What follows belongs to an exercise in optimizing a design on an open flow for small area and a short achievable clock period; a production flow would make more cautious choices.
The RTL was checked by simulation tests, not by an equivalence proof against the original design.
Power and IR drop assume default switching activity.

// hdl_cpu
module hdl_cpu(
	input clock,
	input nreset,
	output [13:0] prog_mem_addra,
	input [31:0] prog_mem_douta,
	input [7:0] prog_mem_doutb,
	output [15:0] addr_in,
	output [11:0] data_in,
	output main_mem_wen,
	input [7:0] main_mem_dout,
	output fb_wena,
	input [11:0] fb_douta,
	output call_stk_wen,
	output [7:0] call_stk_addr,
	output [13:0] call_stk_din,
	input [13:0] call_stk_dout,
	input vblank_int,
	input [7:0] prta_in,
	output [7:0] led,
	output [7:0] prta_out,
	output [7:0] prtb_out
);
Size: roughly 5300 cells after synthesis, ~930 flip-flops, ~180 I/O pins, roughly 48000 um2 of cells after synthesis.
Settings: LEC_CHECK=0, CAP_MARGIN=20, CORE_MARGIN=2, CORE_UTILIZATION=40, SLEW_MARGIN=20; clock period 20.0 ns.
standard.sh (not shown) runs the stock make flow with config.mk's settings and CLKGATE_MAP_FILE= SYNTH_SCRIPT=/design/flow/synth_recipe.tcl, a recipe that flattens the netlist after the stock synthesis.
==> flow/flow/run.sh <==
#!/bin/bash
# Own layout flow: the standard ORFS flow (standard.sh, all steps from
# synthesis to finish) with these changes:
#  - the ports are buffered by sky130_fd_sc_hd__buf_2;
#  - clock tree synthesis uses clkbuf_16 sink clusters of up to 20 flip-flops
#    and inserts no dummy loads;
#  - timing repair aims for 14.5 ns of setup slack (the standard flow allows up
#    to 5 ns); the constraints (constraint.sdc) are not changed;
#  - core utilization 50 %.
# make's full output goes to flow_make.log in this folder; ORFS writes each
# step's own log under orfs/logs/.
set -euo pipefail
bash standard.sh \
  CORE_UTILIZATION=50 \
  SETUP_SLACK_MARGIN=14.5 \
  BUFFER_PORTS_ARGS="-buffer_cell sky130_fd_sc_hd__buf_2" \
  CTS_ARGS="-sink_clustering_enable -repair_clock_nets -dont_use_dummy_load -buf_list sky130_fd_sc_hd__clkbuf_16 -sink_clustering_size 20 -sink_clustering_max_diameter 80" \
  finish > flow_make.log 2>&1
Change:
--- a/flow/flow/run.sh
+++ b/flow/flow/run.sh
@@ -4,3 +4,3 @@
 #  - the ports are buffered by sky130_fd_sc_hd__buf_2;
-#  - clock tree synthesis uses clkbuf_16 sink clusters of up to 20 flip-flops
+#  - clock tree synthesis uses clkbuf_8 sink clusters of up to 14 flip-flops
 #    and inserts no dummy loads;
@@ -16,3 +16,3 @@
   BUFFER_PORTS_ARGS="-buffer_cell sky130_fd_sc_hd__buf_2" \
-  CTS_ARGS="-sink_clustering_enable -repair_clock_nets -dont_use_dummy_load -buf_list sky130_fd_sc_hd__clkbuf_16 -sink_clustering_size 20 -sink_clustering_max_diameter 80" \
+  CTS_ARGS="-sink_clustering_enable -repair_clock_nets -dont_use_dummy_load -buf_list sky130_fd_sc_hd__clkbuf_8 -sink_clustering_size 14 -sink_clustering_max_diameter 65" \
   finish > flow_make.log 2>&1
What happened:
- core utilization went down by 0.33 points
- global-route usage went up by 0.22 points
- total power went down by 3.3%
Change:
==> flow/flow/run.sh (replaced) <==
#!/bin/bash
# Own layout flow: the standard ORFS flow (standard.sh, all steps from
# synthesis to finish) with these changes:
#  - the ports are buffered by sky130_fd_sc_hd__buf_2;
#  - clock tree synthesis uses clkbuf_16 sink clusters of up to 20 flip-flops
#    and inserts no dummy loads;
#  - timing repair aims for 14.6 ns of setup slack (the standard flow allows up
#    to 5 ns); the constraints (constraint.sdc) are not changed;
#  - core utilization 50 %.
# make's full output goes to flow_make.log in this folder; ORFS writes each
# step's own log under orfs/logs/.
set -euo pipefail
bash standard.sh \
  CORE_UTILIZATION=50 \
  SETUP_SLACK_MARGIN=14.6 \
  BUFFER_PORTS_ARGS="-buffer_cell sky130_fd_sc_hd__buf_2" \
  CTS_ARGS="-sink_clustering_enable -repair_clock_nets -dont_use_dummy_load -buf_list sky130_fd_sc_hd__clkbuf_16 -sink_clustering_size 20 -sink_clustering_max_diameter 80" \
  finish > flow_make.log 2>&1
The new run finished with timing, DRC and antenna clean.
Combinational power stays flat.
First-iteration DRC count falls by 4.0%.
Power rises by 3.5%.
Die area does not change.
Cell count falls by 0.38%.
Change:
--- a/flow/flow/run.sh
+++ b/flow/flow/run.sh
@@ -4,3 +4,3 @@
 #  - the ports are buffered by sky130_fd_sc_hd__buf_2;
-#  - clock tree synthesis uses clkbuf_16 sink clusters of up to 20 flip-flops
+#  - clock tree synthesis uses clkbuf_8 sink clusters of up to 14 flip-flops
 #    and inserts no dummy loads;
@@ -16,3 +16,3 @@
   BUFFER_PORTS_ARGS="-buffer_cell sky130_fd_sc_hd__buf_2" \
-  CTS_ARGS="-sink_clustering_enable -repair_clock_nets -dont_use_dummy_load -buf_list sky130_fd_sc_hd__clkbuf_16 -sink_clustering_size 20 -sink_clustering_max_diameter 80" \
+  CTS_ARGS="-sink_clustering_enable -repair_clock_nets -dont_use_dummy_load -buf_list sky130_fd_sc_hd__clkbuf_8 -sink_clustering_size 14 -sink_clustering_max_diameter 65" \
   finish > flow_make.log 2>&1
- final area went down by 0.47%
- flip-flop and latch count is unchanged
- combinational power stays flat
- count of clock-buffer cells in the layout went up by 28
- die area does not change
- maximum frequency went up by 0.96%
- final cell count went up by 0.43%
- non-clock buffer count went down by 4

==> re-timing with driven ports <==
Ports are ideal in the flow. The routed layouts listed here were re-timed in OpenROAD.
Step 1 sets driving cells, clkbuf_16 on the clock port and buf_2 on the other inputs (assumed; they add their load-dependent delay and slew).
Step 2 also shifts input and output timing later by t, the mid clock arrival at the registers, as if the neighbouring blocks saw the same clock.
Slacks: ideal ports / drivers / drivers and shift; pairs: ideal ports / drivers.
run	t (ns)	setup slack, ns	worst hold slack (ns)	latest minus earliest clock arrival (ns)	cell pins on the clock port's net
the first run	0.774	14.449 / 14.449 / 13.818	0.435 / 0.435 / 0.435	0.084 / 0.084	1
the second run	0.840	14.429 / 14.429 / 13.704	0.377 / 0.377 / 0.377	0.087 / 0.088	1
the third run	0.762	14.316 / 14.316 / 13.880	0.437 / 0.437 / 0.437	0.110 / 0.111	1
the fourth run	0.832	14.370 / 14.370 / 13.825	0.395 / 0.395 / 0.395	0.116 / 0.117	1
After both steps setup and hold are still met in every run listed. The setup slack of the second run, which loses most, moves by 0.000 ns with the drivers and by -0.725 ns with both steps.
